Background: an optimization exercise with open tools, aiming at small area and a short achievable clock period. Do not read the settings as production practice. At most, simulation tests tie the RTL to the original design; equivalence was not proved. Power is estimated from default activity; no workload was simulated.

==> violet: inputs <==
==> flow/design.v <==
module fpadder( input [15:0] A_59, input [15:0] B_59, input clk_59, input rst_59, output reg [15:0] C_59);
function [1:0] cmp_gt;   
  input [14:0] a, b;
  reg [15:0] G, E;
  integer i, k;
  begin
    G = {1'b0, a & ~b};
    E = {1'b1, ~((a & ~b) | (~a & b))};
    for (k = 1; k < 16; k = k * 2)
      for (i = 0; i + k < 16; i = i + 2 * k) begin
        G[i] = G[i + k] | (E[i + k] & G[i]);
        E[i] = E[i + k] & E[i];
      end
    cmp_gt = {G[0], E[0]};
  end
endfunction
wire [1:0] c5  = cmp_gt({10'd0, A_59[14:10]}, {10'd0, B_59[14:10]});
wire [1:0] cf = cmp_gt({5'd0, A_59[9:0]}, {5'd0, B_59[9:0]});
wire [1:0] c15 = {c5[1] | (c5[0] & cf[1]), 1'b0};
wire [4:0] dab = A_59[14:10] - B_59[14:10];
wire [4:0] dba = B_59[14:10] - A_59[14:10];
reg        agb1, sa1, sb1;
reg [4:0]  e1;
reg [9:0]  fa1, fb1;
reg [3:0]  sha1, shb1;
always @(posedge clk_59) begin
  agb1 <= c15[1];
  sa1  <= A_59[15];
  sb1  <= B_59[15];
  e1   <= c5[1] ? A_59[14:10] : B_59[14:10];
  fa1  <= A_59[9:0];
  fb1  <= B_59[9:0];
  sha1 <= dba[3:0] | {4{dba[4]}};
  shb1 <= dab[3:0] | {4{dab[4]}};
end
wire        zero = ~|{sa1, sb1, e1, fa1, fb1};
wire [9:0]  fs  = agb1 ? fb1 : fa1;
wire [3:0]  sh  = agb1 ? shb1 : sha1;
wire        sub = sa1 ^ sb1;
wire [10:0] y   = ({~zero, fs} >> sh) ^ {11{sub}};
reg        s2, sub2;
reg [4:0]  e2;
reg [9:0]  fg2;
reg [10:0] y2;
always @(posedge clk_59) begin
  s2   <= agb1 ? sa1 : sb1;
  sub2 <= sub;
  e2   <= e1;
  fg2  <= agb1 ? fa1 : fb1;
  y2   <= y;
end
wire [11:0] S = {2'b01, fg2} + {sub2, y2} + {11'd0, sub2};
reg        s3;
reg [4:0]  e3;
reg [11:0] S3;
always @(posedge clk_59) begin
  s3 <= s2; e3 <= e2; S3 <= S;
end
reg [11:1] h;
reg [4:0]  adj;      
integer j;
always @(*) begin
  h = 11'd0;
  for (j = 1; j <= 11; j = j + 1)
    h[j] = S3[j] & ~|(S3[11:1] >> j);
  casez (S3[11:1])
    11'b1??????????: adj = 5'd1;
    11'b01?????????: adj = 5'd0;
    11'b001????????: adj = -5'd1;
    11'b0001???????: adj = -5'd2;
    11'b00001??????: adj = -5'd3;
    11'b000001?????: adj = -5'd4;
    11'b0000001????: adj = -5'd5;
    11'b00000001???: adj = -5'd6;
    11'b000000001??: adj = -5'd7;
    11'b0000000001?: adj = -5'd8;
    11'b00000000001: adj = -5'd9;
    default:         adj = 5'd0;
  endcase
end
wire [21:0] sp = {S3, 10'd0};
reg  [9:0]  frac;
integer k;
always @(*) begin
  frac = {9'd0, ~|S3[11:1] & S3[0]};
  for (k = 0; k < 10; k = k + 1)
    for (j = 1; j <= 11; j = j + 1)
      frac[k] = frac[k] | (h[j] & sp[j + k]);
end
always @(posedge clk_59) begin
  C_59 <= {s3, e3 + adj, frac};
end
endmodule
==> flow/flow/run.sh <==
#!/bin/bash
# Standard layout with: ports buffered by plain buffers instead of delay cells;
# adders left to ABC instead of extracted into full/half-adder cells; a clock
# tree of smaller buffers without dummy loads.
set -euo pipefail
export BUFFER_PORTS_ARGS="-buffer_cell sky130_fd_sc_hd__buf_2"
export ADDER_MAP_FILE=
export CTS_ARGS="-sink_clustering_enable -repair_clock_nets -dont_use_dummy_load -root_buf sky130_fd_sc_hd__clkbuf_8 -buf_list sky130_fd_sc_hd__clkbuf_8"
bash standard.sh > standard_flow.log 2>&1
==> flow/standard.sh <==
#!/bin/bash
# synth_recipe.tcl (not shown) runs the flow's synth.tcl, then flattens the netlist and writes it again
# the make line also repeats each setting of config.mk as NAME=value (left out here)
make -C /OpenROAD-flow-scripts/flow DESIGN_CONFIG=/design/flow/config.mk WORK_HOME=/design/flow/orfs CLKGATE_MAP_FILE= SYNTH_SCRIPT=/design/flow/synth_recipe.tcl "${@:-finish}"
==> flow/config.mk <==
export PLATFORM = sky130hd
export DESIGN_NAME = fpadder
export DESIGN_NICKNAME = fpadder
export VERILOG_FILES = /design/flow/design.v
export SDC_FILE = /design/flow/constraint.sdc
export NUM_CORES = 4
export LEC_CHECK = 0
export ABC_AREA = 1
export CAP_MARGIN = 20
export CORE_MARGIN = 2
export CORE_UTILIZATION = 40
export SETUP_SLACK_MARGIN = 1.9
export SLEW_MARGIN = 20
==> flow/constraint.sdc <==
create_clock -name core_clock -period 3.8 [get_ports {clk_59}]
set_input_delay 0.7600 -clock core_clock [delete_from_list [all_inputs] [get_ports {clk_59}]]
set_output_delay 0.7600 -clock core_clock [all_outputs]
set_load 0.01 [all_outputs]
==> inputs of amber, as changes to violet <==
==> flow/design.v, changed modules only <==
module fpadder( input [15:0] A_59, input [15:0] B_59, input clk_59, input rst_59, output [15:0] C_59);
function [1:0] cmp_gt;   
  input [14:0] a, b;
  reg [15:0] G, E;
  integer i, k;
  begin
    G = {1'b0, a & ~b};
    E = {1'b1, ~((a & ~b) | (~a & b))};
    for (k = 1; k < 16; k = k * 2)
      for (i = 0; i + k < 16; i = i + 2 * k) begin
        G[i] = G[i + k] | (E[i + k] & G[i]);
        E[i] = E[i + k] & E[i];
      end
    cmp_gt = {G[0], E[0]};
  end
endfunction
wire [1:0] c15 = cmp_gt(A_59[14:0], B_59[14:0]);
wire [1:0] c5  = cmp_gt({10'd0, A_59[14:10]}, {10'd0, B_59[14:10]});
wire       zero = ~|{A_59, B_59};
wire [4:0] dab = A_59[14:10] - B_59[14:10];
wire [4:0] dba = B_59[14:10] - A_59[14:10];
wire [4:0] d   = c5[1] ? dab : dba;
reg        agb1, sa1, sb1;
reg [4:0]  e1;
reg [9:0]  fa1, fb1;
reg [3:0]  sh1;
always @(posedge clk_59) begin
  agb1 <= c15[1];
  sa1  <= A_59[15];
  sb1  <= B_59[15];
  e1   <= c5[1] ? A_59[14:10] : B_59[14:10];
  fa1  <= A_59[9:0];
  fb1  <= B_59[9:0];
  sh1  <= d[3:0] | {4{d[4] | zero}};
end
wire [9:0]  fs  = agb1 ? fb1 : fa1;
wire        sub = sa1 ^ sb1;
wire [10:0] y   = ({1'b1, fs} >> sh1) ^ {11{sub}};
reg        s2, sub2;
reg [4:0]  e2;
reg [9:0]  fg2;
reg [10:0] y2;
always @(posedge clk_59) begin
  s2   <= agb1 ? sa1 : sb1;
  sub2 <= sub;
  e2   <= e1;
  fg2  <= agb1 ? fa1 : fb1;
  y2   <= y;
end
wire [11:0] S = {2'b01, fg2} + {sub2, y2} + {11'd0, sub2};
reg        s3;
reg [4:0]  e3;
reg [11:0] S3;
always @(posedge clk_59) begin
  s3 <= s2; e3 <= e2; S3 <= S;
end
reg [3:0] m3;
always @(*) begin
  casez (S3[11:1])
    11'b1??????????: m3 = 4'd0;
    11'b01?????????: m3 = 4'd1;
    11'b001????????: m3 = 4'd2;
    11'b0001???????: m3 = 4'd3;
    11'b00001??????: m3 = 4'd4;
    11'b000001?????: m3 = 4'd5;
    11'b0000001????: m3 = 4'd6;
    11'b00000001???: m3 = 4'd7;
    11'b000000001??: m3 = 4'd8;
    11'b0000000001?: m3 = 4'd9;
    11'b00000000001: m3 = 4'd10;
    default:         m3 = 4'd1;
  endcase
end
wire [11:0] sl = S3 << {m3[3:1], 1'b0};
reg        s4, ma4, mb4;
reg [4:0]  e4;
reg [10:0] tn4;
always @(posedge clk_59) begin
  s4  <= s3;
  e4  <= e3 + 5'd1 - {1'b0, m3};
  ma4 <= m3[0];
  mb4 <= ~m3[0];
  tn4 <= ~sl[10:0];
end
wire [9:0] fo;
assign fo[4:0] = ~(ma4 ? tn4[4:0] : tn4[5:1]);
assign fo[9:5] = ~(mb4 ? tn4[10:6] : tn4[9:5]);
assign C_59 = {s4, e4, fo};
endmodule
Settings changed: PLACE_DENSITY set to 0.75.
==> inputs of tundra, as changes to violet <==
==> flow/design.v, changed modules only <==
module fpadder( input [15:0] A_59, input [15:0] B_59, input clk_59, input rst_59, output reg [15:0] C_59);
function [1:0] cmp_gt;   
  input [14:0] a, b;
  reg [15:0] G, E;
  integer i, k;
  begin
    G = {1'b0, a & ~b};
    E = {1'b1, ~((a & ~b) | (~a & b))};
    for (k = 1; k < 16; k = k * 2)
      for (i = 0; i + k < 16; i = i + 2 * k) begin
        G[i] = G[i + k] | (E[i + k] & G[i]);
        E[i] = E[i + k] & E[i];
      end
    cmp_gt = {G[0], E[0]};
  end
endfunction
wire [1:0] c15 = cmp_gt(A_59[14:0], B_59[14:0]);
wire [1:0] c5  = cmp_gt({10'd0, A_59[14:10]}, {10'd0, B_59[14:10]});
wire       zero = ~|{A_59, B_59};
wire [4:0] dab = A_59[14:10] - B_59[14:10];
wire [4:0] dba = B_59[14:10] - A_59[14:10];
wire [4:0] d   = c5[1] ? dab : dba;
reg        agb1, sa1, sb1;
reg [4:0]  e1;
reg [9:0]  fa1, fb1;
reg [3:0]  sh1;
always @(posedge clk_59) begin
  agb1 <= c15[1];
  sa1  <= A_59[15];
  sb1  <= B_59[15];
  e1   <= c5[1] ? A_59[14:10] : B_59[14:10];
  fa1  <= A_59[9:0];
  fb1  <= B_59[9:0];
  sh1  <= d[3:0] | {4{d[4] | zero}};
end
wire [9:0]  fs  = agb1 ? fb1 : fa1;
wire        sub = sa1 ^ sb1;
wire [10:0] y   = ({1'b1, fs} >> sh1) ^ {11{sub}};
reg        s2, sub2;
reg [4:0]  e2;
reg [9:0]  fg2;
reg [10:0] y2;
always @(posedge clk_59) begin
  s2   <= agb1 ? sa1 : sb1;
  sub2 <= sub;
  e2   <= e1;
  fg2  <= agb1 ? fa1 : fb1;
  y2   <= y;
end
wire [11:0] S = {2'b01, fg2} + {sub2, y2} + {11'd0, sub2};
reg        s3;
reg [4:0]  e3;
reg [11:0] S3;
always @(posedge clk_59) begin
  s3 <= s2; e3 <= e2; S3 <= S;
end
reg [3:0] m3;
always @(*) begin
  casez (S3[11:1])
    11'b1??????????: m3 = 4'd0;
    11'b01?????????: m3 = 4'd1;
    11'b001????????: m3 = 4'd2;
    11'b0001???????: m3 = 4'd3;
    11'b00001??????: m3 = 4'd4;
    11'b000001?????: m3 = 4'd5;
    11'b0000001????: m3 = 4'd6;
    11'b00000001???: m3 = 4'd7;
    11'b000000001??: m3 = 4'd8;
    11'b0000000001?: m3 = 4'd9;
    11'b00000000001: m3 = 4'd10;
    default:         m3 = 4'd1;
  endcase
end
wire [11:0] sl = S3 << m3;
always @(posedge clk_59) begin
  C_59[15]    <= s3;
  C_59[14:10] <= e3 + 5'd1 - {1'b0, m3};
  C_59[9:0]   <= sl[10:1];
end
endmodule
==> flow/flow/run.sh (replaced) <==
#!/bin/bash
# Standard layout, but ports buffered with plain buffers instead of delay cells.
set -euo pipefail
export BUFFER_PORTS_ARGS="-buffer_cell sky130_fd_sc_hd__buf_2"
bash standard.sh > standard_flow.log 2>&1
Settings changed: ABC_AREA 1 to not set.
==> flow_summary.yaml <==
synth:
  synth-simple-area-share: 0.291
cells_and_area:
  final_common_cell: "nand2_1"
  largest_reg_flops: 16
  top_register: "C_59"
  nMultiInputCombCells: 477
global_routing:
  grtUsageTotal: 0.165
pwr:
  pwr-share-seq: 0.442
  powerDensity_nw_per_um2: 598
  powerSeq_mw: 1.45
run_status:
  status: "finished clean"
worst_setup_path:
  startpoint: "A_59[11]"
  worstReg2RegStart: "agb1"
placed_design:
  pre_cts_slack_ns: 1.54
sta:
  period_needed_ns: 1.78
Source of the figures above: violet

==> flow_summary.yaml <==
global_routing:
  grtUsageTotal: 0.165
cells_and_area:
  final_common_cell: "dfxtp_1"
  top_register: "C_59"
  largest_reg_flops: 16
sta:
  period_needed_ns: 2.30
synth:
  synth-simple-area-share: 0.103
run_status:
  status: "finished clean"
worst_setup_path:
  startpoint: "S3[9]"
placed_design:
  pre_cts_slack_ns: 1.04
Source of the figures above: tundra

==> flow_summary.yaml <==
cells_and_area:
  top_register: "S3"
  largest_reg_flops: 12
  final_common_cell: "nand2_1"
  nMultiInputCombCells: 440
worst_setup_path:
  worstReg2RegStart: "agb1"
  startpoint: "mb4"
run_status:
  status: "finished clean"
synth:
  synth-simple-area-share: 0.296
  synthAdderAreaFrac: 0
pwr:
  powerDensity_nw_per_um2: 639
global_routing:
  grtUsageTotal: 0.142
  busiest_layer: "met2"
placed_design:
  pre_cts_slack_ns: 1.61
floorplanning:
  dieArea_sq_um: 12600
Source of the figures above: amber

Only the layout flow was run in violet and tundra; the RTL was not checked for function there.

## re-timing with driven ports
In the flow no input, the clock included, has a driving cell. The finished layouts below were timed again as built, in two steps.
Step 1 (the two cells are an assumption about what drives the block):
set clk [get_ports {clk_59}]
set_driving_cell -lib_cell sky130_fd_sc_hd__clkbuf_16 $clk
set_driving_cell -lib_cell sky130_fd_sc_hd__buf_2 [delete_from_list [all_inputs] $clk]
Step 2 moves the port delays by t, midway between the first and last clock arrival at a register: inputs arrive t later, outputs are due t later. That takes back most of the time a late clock gives input paths.
a / b / c = no drivers / after step 1 / after step 2; a / b = the first two.
run | shift t [ns] | setup WS [ns] | hold slack, ns | worst slew at a driven data input, ns
violet | 0.394 | 2.020 / 2.032 / 1.638 | 0.331 / 0.331 / 0.331 | 0.03
amber | 0.368 | 1.966 / 1.935 / 1.695 | 0.333 / 0.333 / 0.333 | 0.03
tundra | 0.381 | 1.498 / 1.498 / 1.137 | 0.331 / 0.331 / 0.331 | 0.05
After both steps setup and hold are still met in every run listed. For violet, which loses most, drivers alone change the setup slack by +0.012 ns; drivers and shift together by -0.382 ns.
